What follows belongs to an exercise in optimizing a design on an open flow for small area, a short achievable clock period and few clock cycles per item; a production flow would make more cautious choices. The RTL was checked by simulation tests, not by an equivalence proof against the original design.

==> wip/maple: inputs <==
==> flow/design.v (excerpt) <==
module ntt_top (
  input  wire        clk, rst, start,
  input  wire [15:0] din0, din1, din2, din3, din4, din5, din6, din7, din8, din9, din10, din11, din12, din13, din14, din15,
  output wire [15:0] dout0, dout1, dout2, dout3, dout4, dout5, dout6, dout7, dout8, dout9, dout10, dout11, dout12, dout13, dout14, dout15,
  output wire        done
);
  wire [4:0] x0 = din0[4:0];
  wire [4:0] x1 = din1[4:0];
  wire [4:0] x2 = din2[4:0];
  wire [4:0] x3 = din3[4:0];
  wire [4:0] x4 = din4[4:0];
  wire [4:0] x5 = din5[4:0];
  wire [4:0] x6 = din6[4:0];
  wire [4:0] x7 = din7[4:0];
  wire [4:0] x8 = din8[4:0];
  wire [4:0] x9 = din9[4:0];
  wire [4:0] x10 = din10[4:0];
  wire [4:0] x11 = din11[4:0];
  wire [4:0] x12 = din12[4:0];
  wire [4:0] x13 = din13[4:0];
  wire [4:0] x14 = din14[4:0];
  wire [4:0] x15 = din15[4:0];
  wire s1, c2;
  ntt_fa u_s1 (.a(x0[4]), .b(x8[4]), .c(~x0[0]), .s(s1), .co(c2));
  wire s3, c4;
  ntt_fa u_s3 (.a(x0[1]), .b(x8[1]), .c(~c2), .s(s3), .co(c4));
  wire s5, c6;
  ntt_fa u_s5 (.a(x0[2]), .b(x8[2]), .c(c4), .s(s5), .co(c6));
  wire s7, c8;
  ntt_fa u_s7 (.a(x0[3]), .b(x8[3]), .c(c6), .s(s7), .co(c8));
  wire s9, c10;
  ...
Settings: LEC_CHECK=0, CAP_MARGIN=20, CORE_MARGIN=2, CORE_UTILIZATION=30, CTS_BUF_LIST=sky130_fd_sc_hd__clkbuf_8, SETUP_SLACK_MARGIN=5.0, SLEW_MARGIN=20, SYNTH_HIERARCHICAL=1, SYNTH_MINIMUM_KEEP_SIZE=0; clock period 22.0 ns.
standard.sh (not shown) runs the stock make flow with config.mk's settings and CLKGATE_MAP_FILE= SYNTH_SCRIPT=/design/flow/synth_recipe.tcl, a recipe that flattens the netlist after the stock synthesis.
==> flow/flow/run.sh <==
#!/bin/bash
# The standard layout (standard.sh: the standard flow's synthesis and ORFS flow), with two
# placement options changed:
#  - port buffers are sky130_fd_sc_hd__buf_1 instead of the default pick;
#  - the constant-0 outputs share tie cells instead of one tie cell per port.
set -euo pipefail
bash standard.sh \
  "BUFFER_PORTS_ARGS=-buffer_cell sky130_fd_sc_hd__buf_1" \
  SKIP_REPAIR_TIE_FANOUT=1 \
  finish > standard_flow.log 2>&1
==> wip/garnet: changes against wip/maple <==
--- a/flow/config.mk
+++ b/flow/config.mk
@@ -9,6 +9,8 @@
 export CORE_MARGIN = 2
 export CORE_UTILIZATION = 30
-export CTS_BUF_LIST = sky130_fd_sc_hd__clkbuf_8
-export SETUP_SLACK_MARGIN = 5.0
+export CTS_BUF_LIST = sky130_fd_sc_hd__clkbuf_16
+export CTS_CLUSTER_DIAMETER = 500
+export CTS_CLUSTER_SIZE = 80
+export SETUP_SLACK_MARGIN = 2.0
 export SLEW_MARGIN = 20
 export SYNTH_HIERARCHICAL = 1
==> comparison table <==
Outcome: wip/maple finished clean; wip/garnet finished clean
Synth-to-layout area growth: wip/maple 6.43%; wip/garnet 2.53%
Clk root buf: wip/maple sky130_fd_sc_hd__clkbuf_8; wip/garnet sky130_fd_sc_hd__clkbuf_16
Most common library cell in the layout ignoring fill and taps: wip/maple sky130_fd_sc_hd__inv_1; wip/garnet sky130_fd_sc_hd__fa_1
Met1 usage: wip/maple 18.5%; wip/garnet 18.2%
DR WL met2: wip/maple 15.7 mm; wip/garnet 15.2 mm
Final antenna diode count: wip/maple 0; wip/garnet 1
Biggest cell delay along the critical path: wip/maple 0.49 ns; wip/garnet 0.52 ns
First-pass GRT wire length: wip/maple 48.7 mm; wip/garnet 48.1 mm
Global routing usage on met3: wip/maple 3.62%; wip/garnet 3.91%
Number of optimization iterations in the first detailed-route pass: wip/maple 4; wip/garnet 5
Testbench counts of wip/maple, summed over its fixed seeds: cycles 2,400, items 2,400.
Testbench counts of wip/garnet, summed over its fixed seeds: cycles 2,400, items 2,400.

========
==> inputs of 12-12 <==
Starting RTL as in the previous note.
clock: 22.0 ns
lec_check: 0
cap_margin: 20
core_margin: 2
core_utilization: 30
cts_buf_list: sky130_fd_sc_hd__clkbuf_8
setup_slack_margin: 2.0
slew_margin: 20
synth_hierarchical: 1
synth_minimum_keep_size: 0
Scripts as last shown in full above: flow/flow/run.sh
==> 04-14 (differences from 12-12) <==
--- a/flow/config.mk
+++ b/flow/config.mk
@@ -10,4 +10,6 @@
 export CORE_UTILIZATION = 30
 export CTS_BUF_LIST = sky130_fd_sc_hd__clkbuf_8
+export CTS_CLUSTER_DIAMETER = 200
+export CTS_CLUSTER_SIZE = 30
 export SETUP_SLACK_MARGIN = 2.0
 export SLEW_MARGIN = 20
==> summary.md <==
| Metric | Value |
|---|---|
| Most frequent cell on the critical path | fa_1 |
| Asr flop ratio synth | 0% |
| Outcome | complete, no violations |
| Worst setup SP type | input port |
| NonClk Buf Share | 4.742% |
| Bufs and invs on worst path | 8 |
| Worst r2r dst | res[4][3] |
| Ant. Diodes | 0 |
(the above is from 04-14)
==> summary.md <==
| Metric | Value |
|---|---|
| Outcome | complete, no violations |
| Worst r2r dst | res[4][3] |
| Ant. Diodes | 0 |
| Most frequent cell on the critical path | fa_1 |
| Bufs and invs on worst path | 8 |
| Worst setup SP type | input port |
| NonClk Buf Share | 4.742% |
(the above is from 12-12)
Testbench counts of 12-12, summed over its fixed seeds: cycles 2,400, items 2,400.
Testbench counts of 04-14, summed over its fixed seeds: cycles 2,400, items 2,400.

==> afterwards: timing with drivers on the ports <==
How much do the figures lean on ideal ports? The routed layouts below were timed once more, with nothing changed but the port constraints.
Step 1, drivers: a clkbuf_16 drives clk and a buf_2 each remaining input, both assumed.
Step 2 moves the port delays by t, midway between the first and last clock arrival at a register: inputs arrive t later, outputs are due t later. That takes back most of the time a late clock gives input paths.
a / b / c = ideal ports / drivers / drivers and shift; a / b = the first two.
run | t, ns | setup WS [ns] | worst register clock-pin slew, ns | worst data-port slew with drivers (ns) | pins driven straight from the clock port
wip/maple | 0.450 | 5.173 / 5.145 / 5.145 | 0.10 / 0.10 | 0.12 | 1
wip/garnet | 0.411 | 4.425 / 4.402 / 4.402 | 0.07 / 0.07 | 0.11 | 1
12-12 | 0.452 | 4.437 / 4.414 / 4.414 | 0.10 / 0.10 | 0.12 | 1
04-14 | 0.452 | 4.437 / 4.414 / 4.414 | 0.10 / 0.10 | 0.12 | 1
After both steps every run listed still meets setup and hold. The setup slack of wip/maple, which loses most, moves by -0.028 ns with the drivers and by -0.028 ns with both steps.
